From an optimization exercise on the open Yosys and OpenROAD flow, aimed at small area; shortcuts taken in it are not production practice. Function was checked by simulation only, so behaviour that the tests miss may differ from the original. No activity file was given, so power comes from the tool's default toggle rates. The flow treats the clock pin as an ideal source, which a real chip does not have.

Setup of harbor:
==> flow/design.v (excerpt) <==
module Uart8_Matrix10 (
    input wire clk,
    input wire rst,
    input wire rx,
    input wire rxEn,
    output wire [7:0] out,
    output wire rxDone,
    output wire rxBusy,
    output wire rxErr,
    output wire tx,
    input wire txEn,
    output wire txDone,
    output wire txBusy,
    output reg [7:0] led
);
Size: ~2,200 cells after synthesis, ~1,700 flip-flops, about 27 I/O pins, ~36,000 um2 of cells after synthesis.
Settings: LEC_CHECK=0, ABC_AREA=1, CAP_MARGIN=20, CORE_MARGIN=2, CORE_UTILIZATION=45, PLACE_DENSITY=0.6, SLEW_MARGIN=20; clock period 12.0 ns.
standard.sh (not shown) runs the stock make flow with config.mk's settings and CLKGATE_MAP_FILE= SYNTH_SCRIPT=/design/flow/synth_recipe.tcl, a recipe that flattens the netlist after the stock synthesis.
==> flow/flow/run.sh <==
#!/bin/bash
# Standard layout with a leaner clock tree: fewer, larger sink clusters
# and no dummy loads.
set -euo pipefail
export CTS_ARGS="-sink_clustering_enable -repair_clock_nets -dont_use_dummy_load -buf_list sky130_fd_sc_hd__clkbuf_8 -sink_clustering_size 18 -sink_clustering_max_diameter 70 -sink_buffer_max_cap_derate 1.0"
bash standard.sh > standard.log 2>&1
The inputs of onyx differ from those of harbor as listed below.
==> flow/flow/run.sh <==
#!/bin/bash
# Standard layout with a leaner clock tree: clkbuf_16 buffers on clusters of
# up to 36 registers and no dummy loads (the default tree uses clkbuf_16 on
# clusters of about five registers and pads it with dummy loads). Every port
# still gets its own buffer, a buf_1 instead of a clkdlybuf4s50_1.
set -euo pipefail
export CTS_ARGS="-sink_clustering_enable -repair_clock_nets -dont_use_dummy_load -buf_list sky130_fd_sc_hd__clkbuf_16 -sink_clustering_size 36 -sink_clustering_max_diameter 80 -sink_buffer_max_cap_derate 1.0"
export BUFFER_PORTS_ARGS="-buffer_cell sky130_fd_sc_hd__buf_1"
bash standard.sh > standard.log 2>&1
## What came out
onyx vs. harbor: area of placed instances decreased by 0.40% relative to the old numbers; power after layout closely matched the old numbers; number of inserted filler cells in the final layout closely matched the old numbers. onyx — post-route fraction of the period consumed by the critical path 4.6 points lower, harbor as reference. Summary of onyx over harbor: remaining routing DRC violations held steady; worst setup margin grew by 0.55 ns; signed area change from the synthesized netlist to the final layout shrank by 0.71 points; setup slack of the most critical reg-to-reg path grew by 0.08 ns.
Input changes introduced in yarrow (baseline for comparison: onyx):
Settings: a deleted ABC_AREA that had been 1.
==> flow/flow/run.sh <==
#!/bin/bash
# Standard layout with a leaner clock tree: clkbuf_8 buffers on clusters of
# up to 20 registers and no dummy loads (the default tree uses clkbuf_16 on
# clusters of about five registers and pads it with dummy loads). Every port
# still gets its own buffer, a buf_1 instead of a clkdlybuf4s50_1.
set -euo pipefail
export CTS_ARGS="-sink_clustering_enable -repair_clock_nets -dont_use_dummy_load -buf_list sky130_fd_sc_hd__clkbuf_8 -sink_clustering_size 20 -sink_clustering_max_diameter 70 -sink_buffer_max_cap_derate 1.0"
export BUFFER_PORTS_ARGS="-buffer_cell sky130_fd_sc_hd__buf_1"
bash standard.sh > standard.log 2>&1
[summary]
Total leakage power, yarrow and onyx: larger value in onyx
Relative to onyx, fraction of the yosys area taken by sequential cells has decreased by 0.23 points in yarrow.
Taking onyx over yarrow, the cell count after synthesis ratio works out to 1.06.
The capturing instance or port of the critical path comes out out[1] in one run and acc[7] in the other, namely in onyx and yarrow respectively.
Between yarrow and onyx, fmax is higher for onyx, yarrow comes in under that.
Diff yarrow..onyx | design area | negligible
Of the two candidates, onyx has the better net switching power and yarrow the worse one.
Relative to onyx, post-route core utilization decreased by 0.18 points in yarrow.
Between onyx and yarrow, largest net degree at the start of global routing increased.
#### Input delta (raven over yarrow)
Settings: putting ABC_AREA at 1 where nothing was set.
- Summary — count of cell types in the netlist, raven relative to yarrow: lower, by 29%.
- Of raven and yarrow, the run reporting the lower simple-gate area share of the yosys netlist was yarrow.
- Per the comparison of raven with yarrow, area after synthesis held, die area saw little to no change, via-per-instance ratio -0.73%.
- raven: smallest setup slack after layout is 1.11 ns higher than what yarrow reported.
Input-level comparison between cedar and raven:
==> flow/flow/run.sh <==
#!/bin/bash
# Standard layout, with a clock tree of clkbuf_8 buffers driving clusters of
# up to 16 registers and no dummy loads (the default tree uses clkbuf_16 on
# clusters of about five registers and pads it with dummy loads).
set -euo pipefail
export CTS_ARGS="-sink_clustering_enable -repair_clock_nets -dont_use_dummy_load -buf_list sky130_fd_sc_hd__clkbuf_8 -sink_clustering_size 16 -sink_clustering_max_diameter 80 -sink_buffer_max_cap_derate 1.0"
bash standard.sh > standard.log 2>&1
Findings:
- Relative to raven, the wire length of the first global-routing pass measured on cedar has increased slightly.
- On sequential power, cedar and raven are neck and neck.
- Routed wire in cedar totals more than in raven.
- Of cedar and raven, cedar shows the higher post-synthesis to final-layout area growth, with raven below it.
- Of the two candidates, raven has the better final critical delay including setup and external delays and cedar the worse one.
- Higher highest attainable clock frequency goes to raven over cedar.
- In cedar, the met3 usage in global routing came out 0.33 points above the value in raven.
- Sequential share of layout area: cedar < raven
- On cedar: number of clock buffers in the layout is 20% higher than what raven gave.
- Design area is higher on cedar
- On clock-pin transition on the worst setup and hold timing paths, cedar and raven are neck and neck.
## Diff of input files: xenon against cedar
Settings: swapping 0.6 for 0.75 in PLACE_DENSITY; swapping 45 for 55 in CORE_UTILIZATION.
==> flow/flow/run.sh <==
#!/bin/bash
# Standard layout with a leaner clock tree: clkbuf_8 buffers on clusters of
# up to 20 registers and no dummy loads (the default tree uses clkbuf_16 on
# clusters of about five registers and pads it with dummy loads). Every port
# still gets its own buffer, a buf_1 instead of a clkdlybuf4s50_1.
set -euo pipefail
export CTS_ARGS="-sink_clustering_enable -repair_clock_nets -dont_use_dummy_load -buf_list sky130_fd_sc_hd__clkbuf_8 -sink_clustering_size 20 -sink_clustering_max_diameter 70 -sink_buffer_max_cap_derate 1.0"
export BUFFER_PORTS_ARGS="-buffer_cell sky130_fd_sc_hd__buf_1"
bash standard.sh > standard.log 2>&1
Results
- xenon: clock network power share is 1.4 points lower than what cedar reported.
- Looking at cedar and xenon, the multi-input combinational area share is a wash.
- Higher sequential share of layout area goes to xenon over cedar.

* * *

## run A
Uart8_Matrix10 again, from the RTL that the note above started with.
Design Uart8_Matrix10, start of the top module:
module Uart8_Matrix10 (
    input wire clk,
    input wire rst,
    input wire rx,
    input wire rxEn,
    output wire [7:0] out,
    output wire rxDone,
    output wire rxBusy,
    output wire rxErr,
    output wire tx,
    input wire txEn,
    output wire txDone,
    output wire txBusy,
    output reg [7:0] led
);
clock: 12.0 ns
lec_check: 0
abc_area: 1
cap_margin: 0
core_margin: 2
core_utilization: 45
place_density: 0.6
slew_margin: 0
==> flow/flow/run.sh <==
#!/bin/bash
# Standard layout with a leaner clock tree: clkbuf_8 buffers on clusters of
# up to 16 registers and no dummy loads (the default tree uses clkbuf_16 on
# clusters of about five registers and pads it with dummy loads). Every port
# still gets its own buffer, a buf_1 instead of a clkdlybuf4s50_1.
set -euo pipefail
export CTS_ARGS="-sink_clustering_enable -repair_clock_nets -dont_use_dummy_load -buf_list sky130_fd_sc_hd__clkbuf_8 -sink_clustering_size 16 -sink_clustering_max_diameter 80 -sink_buffer_max_cap_derate 1.0"
export BUFFER_PORTS_ARGS="-buffer_cell sky130_fd_sc_hd__buf_1"
bash standard.sh > standard.log 2>&1
diff inputs: run A => run B
==> flow/flow/run.sh <==
#!/bin/bash
# Standard layout with a leaner clock tree: clkbuf_8 buffers on clusters of
# up to 18 registers and no dummy loads (the default tree uses clkbuf_16 on
# clusters of about five registers and pads it with dummy loads). Every port
# still gets its own buffer, a buf_1 instead of a clkdlybuf4s50_1.
set -euo pipefail
export CTS_ARGS="-sink_clustering_enable -repair_clock_nets -dont_use_dummy_load -buf_list sky130_fd_sc_hd__clkbuf_8 -sink_clustering_size 18 -sink_clustering_max_diameter 70 -sink_buffer_max_cap_derate 1.0"
export BUFFER_PORTS_ARGS="-buffer_cell sky130_fd_sc_hd__buf_1"
bash standard.sh > standard.log 2>&1
diff --git a/flow/config.mk b/flow/config.mk
--- a/flow/config.mk
+++ b/flow/config.mk
@@ -9 +9 @@
-export CAP_MARGIN = 0
+export CAP_MARGIN = 20
@@ -13 +13 @@
-export SLEW_MARGIN = 0
+export SLEW_MARGIN = 20
Findings:
Any difference in met2 capacity usage during global routing between run B and run A is small enough to ignore.
~same aggregate routed wire length in run B and run A
The lower sequential share of layout area came out of run A.
No run among run B and run A stopped early or left any final violation; all are clean.
Looking at worst ir drop on vdd across run B and run A, the one that comes out higher is run A.
Taking run A as the reference, in run B number of slew-limit violations in the final report ~0 delta; highest achievable clock rate -0.97%; first-pass GRT wire length -460 um.
NOTE: switching power summed over all nets in run B falls short of that of run A
In the flow results for run B and run A, the setup slack of the worst register-to-register path is larger on run A.
#### Input delta (run C over run B)
==> flow/flow/run.sh <==
#!/bin/bash
# Standard layout with a leaner clock tree: clkbuf_8 buffers on clusters of
# up to 16 registers and no dummy loads (the default tree uses clkbuf_16 on
# clusters of about five registers and pads it with dummy loads). Every port
# still gets its own buffer, a buf_1 instead of a clkdlybuf4s50_1.
set -euo pipefail
export CTS_ARGS="-sink_clustering_enable -repair_clock_nets -dont_use_dummy_load -buf_list sky130_fd_sc_hd__clkbuf_8 -sink_clustering_size 16 -sink_clustering_max_diameter 80 -sink_buffer_max_cap_derate 1.0"
export BUFFER_PORTS_ARGS="-buffer_cell sky130_fd_sc_hd__buf_1"
bash standard.sh > standard.log 2>&1
Findings:
- Run C went all the way through the flow, and no timing, DRC or antenna check failed.
- Going from run B to run C, number of fillers in the final layout barely changed, overall power grew by about 1.1%, sequential share of layout area now smaller.
- Re number of core rows: no difference whatsoever between run C and run B.
- Hold slack deteriorates in run C relative to run B.
- Re maximum buffer depth of the clock tree: no difference whatsoever between run C and run B.

afterwards: timing with drivers on the ports:
No port has a modelled driver above. Below, the same layouts with a new extraction and two added sets of constraints.
Step 1: set_driving_cell puts a clkbuf_16 on clk and a buf_2 on each other input, an assumption about the parent block.
Step 2 moves the port delays by t, midway between the first and last clock arrival at a register: inputs arrive t later, outputs are due t later. That takes back most of the time a late clock gives input paths.
a / b / c = no drivers / after step 1 / after step 2; a / b = the first two.
run | t (ns) | setup WS [ns] | latest minus earliest clock arrival (ns) | worst slew at a driven data input, ns
harbor | 0.728 | 6.610 / 6.556 / 7.284 | 0.112 / 0.112 | 0.03
onyx | 0.666 | 7.164 / 7.107 / 7.376 | 0.092 / 0.093 | 0.05
yarrow | 0.723 | 5.999 / 5.999 / 5.999 | 0.093 / 0.092 | 0.03
raven | 0.731 | 7.105 / 7.052 / 7.339 | 0.096 / 0.097 | 0.05
cedar | 0.746 | 6.634 / 6.575 / 7.321 | 0.072 / 0.072 | 0.03
xenon | 0.720 | 6.591 / 6.533 / 7.253 | 0.094 / 0.094 | 0.03
run A | 0.733 | 7.101 / 7.047 / 7.336 | 0.085 / 0.086 | 0.05
run B | 0.742 | 7.053 / 6.999 / 7.316 | 0.075 / 0.075 | 0.05
run C | 0.733 | 7.101 / 7.047 / 7.336 | 0.086 / 0.086 | 0.05
After both steps setup and hold are still met in every run listed.
